Source: an optimization exercise on an open RTL-to-GDS flow (aim: small area, a short achievable clock period and few clock cycles). Production flows keep margins and buffers that such runs may drop.
At most, simulation tests tie the RTL to the original design; equivalence was not proved.
No activity file was given, so power comes from the tool's default toggle rates.

## old
Design LMFE, start of the top module:
module LMFE ( clk, reset, Din, in_en, busy, out_valid, Dout, mem_cen, mem_wen, mem_addr, mem_d, mem_q);
input   clk;
input   reset;
input   in_en;
output  busy;
output  out_valid;
input   [7:0]  Din;
output  [7:0]  Dout;
output  mem_cen;
output  mem_wen;
output  [9:0]  mem_addr;
output  [7:0]  mem_d;
input   [7:0]  mem_q;
localparam S_PRE = 2'd0, S_RUN = 2'd1, S_FIN = 2'd2;
reg  [1:0]  state;
reg  [14:0] ldpos;       
reg  [2:0]  k;           
reg         busy_r, outv_r, cen_r, wen_r, seldin_r, accf;
reg  [9:0]  addr_r;
reg  [7:0]  din_r, dout_r;
assign busy      = busy_r;
assign out_valid = outv_r;
assign Dout      = dout_r;
assign mem_cen   = cen_r;
assign mem_wen   = wen_r;
assign mem_addr  = addr_r;
assign mem_d     = din_r;
wire [7:0] row6  = ldpos[14:7];
wire [6:0] ldcol = ldpos[6:0];
wire run = (state == S_RUN);
wire pre = (state == S_PRE);
wire [8:0] rr = {1'b0, row6} + {6'b0, k} - 9'd6;
  ...
export LEC_CHECK = 0
export CAP_MARGIN = 20
export CORE_MARGIN = 2
export CORE_UTILIZATION = 40
export CTS_BUF_LIST = sky130_fd_sc_hd__clkbuf_16
export CTS_CLUSTER_DIAMETER = 60
export CTS_CLUSTER_SIZE = 30
export SETUP_SLACK_MARGIN = 3.1
export SLEW_MARGIN = 20
create_clock -name core_clock -period 6.0 [get_ports {clk}]
standard.sh (not shown) runs the stock make flow with config.mk's settings and CLKGATE_MAP_FILE= SYNTH_SCRIPT=/design/flow/synth_recipe.tcl, a recipe that flattens the netlist after the stock synthesis.
==> flow/flow/run.sh <==
#!/bin/bash
# The standard layout (the standard.sh, unchanged synthesis script and
# settings from config.mk), except that Yosys does not extract full-adder
# cells: with ADDER_MAP_FILE empty, ORFS's synth.tcl skips extract_fa, so ABC
# maps the adder trees from plain gates (faster than sky130 fa_1 cells).
# Registers are unaffected.
set -euo pipefail
export ADDER_MAP_FILE=
bash standard.sh > standard.log 2>&1
Input-level comparison between new and old:
--- a/flow/design.v
+++ b/flow/design.v
@@ -318,24 +318,25 @@
   assign act[37] = colact_n[5];
   assign act[38] = colact_n[5];
   assign act[39] = colact_n[5];
   assign act[40] = colact_n[5];
   assign act[41] = colact_n[5];
   assign act[42] = colact_n[6];
   assign act[43] = colact_n[6];
   assign act[44] = colact_n[6];
   assign act[45] = colact_n[6];
   assign act[46] = colact_n[6];
   assign act[47] = colact_n[6];
   assign act[48] = colact_n[6];
+wire [48:0] finit = act & ~(msb ^ {49{d7}});
 wire init = run & (k == 3'd0);
 wire [61:0] tap;
   assign tap[0] = P0[0];
   assign tap[1] = P1[3];
   assign tap[2] = P2[6];
   assign tap[3] = P3[2];
   assign tap[4] = P4[5];
   assign tap[5] = P5[1];
   assign tap[6] = P6[4];
   assign tap[7] = P7[0];
   assign tap[8] = P8[3];
   assign tap[9] = P9[6];
@@ -716,32 +717,32 @@
   wire cz_9;
   wire cz_10;
   assign cz_9 = cz_4 ^ cz_5 ^ pr0[13];
   assign cz_10 = (cz_4 & cz_5) | (cz_4 & pr0[13]) | (cz_5 & pr0[13]);
   wire cz_11;
   wire cz_12;
   assign cz_11 = cz_10 ^ cz_6 ^ pr0[14];
   assign cz_12 = (cz_10 & cz_6) | (cz_10 & pr0[14]) | (cz_6 & pr0[14]);
   wire [6:0] ya = {cz_12, cz_11, cz_8, cz_7, cz_1, pr0[1], pr0[0]};
   wire [6:0] yb = {1'b0, 1'b0, cz_9, 1'b0, 1'b0, pr0[2], 1'b0};
   assign y = ya + yb;
 wire d = ~y[6];
-wire [62:0] fa = init ? {{(63-50){1'b0}}, act, 1'b0} : {Flast[61:0], 1'b0};
-wire [62:0] fb = init ? {{(63-50){1'b0}}, msb, 1'b0} : {tapl[61:0], 1'b0};
-wire             fc = init ? d7 : d;
+wire [62:0] Fu1 = Flast & tapl;
+wire [62:0] Fu0 = Flast & ~tapl;
+wire [62:0] Fi  = {{(63-50){1'b0}}, finit, 1'b0};
 always @(posedge clk) begin
   F1 <= {F0[61:0], 1'b0};
   M1 <= M0;
   R1 <= R0;
-  F0 <= fa & ~(fb ^ {63{fc}});
+  F0 <= d ? (init ? Fi : {Fu1[61:0], 1'b0}) : (init ? Fi : {Fu0[61:0], 1'b0});
   if (init) begin
     M0 <= minit;
     R0 <= {6'b0, d7};
   end else begin
     M0 <= d ? y[5:0] : mlast;
     R0 <= {Rlast[5:0], d};
   end
   dout_r <= {Rlast, d};    
 end
 always @(posedge clk or posedge reset) begin
   if (reset) begin
     state    <= S_PRE;
==> summary.txt <==
- Looking at switching portion of total power, new sits 2.5 points above old.
- Taking old as the reference, in new overall power of the completed layout saw an increase; via count saw a decrease; sequential share of layout area saw an increase.
- Number of hold buffers added after cts: old vs new identical
- Global-route total usage across every layer for new: 0.45 points down relative to old
Testbench counts of new, summed over its fixed seeds: cycles 1,381,296.
Only the layout flow was run in old; the RTL was not checked for function there.

-- separate check: timing with driven ports --
No port has a modelled driver above. Below, the same layouts with a new extraction and two added sets of constraints.
Step 1: set_driving_cell puts a clkbuf_16 on clk and a buf_2 on each other input, an assumption about the parent block.
Step 2 moves the port delays by t, midway between the first and last clock arrival at a register: inputs arrive t later, outputs are due t later. That takes back most of the time a late clock gives input paths.
Slacks: ideal ports / drivers / drivers and shift; pairs: ideal ports / drivers.
run | t (ns) | slack for setup (ns) | worst setup path after step 2
old | 0.639 | 2.930 / 2.930 / 2.792 | input to register
new | 0.635 | 3.221 / 3.221 / 2.733 | input to register
After both steps setup and hold are still met in every run listed. For new, which loses most, drivers alone change the setup slack by 0.000 ns; drivers and shift together by -0.488 ns.
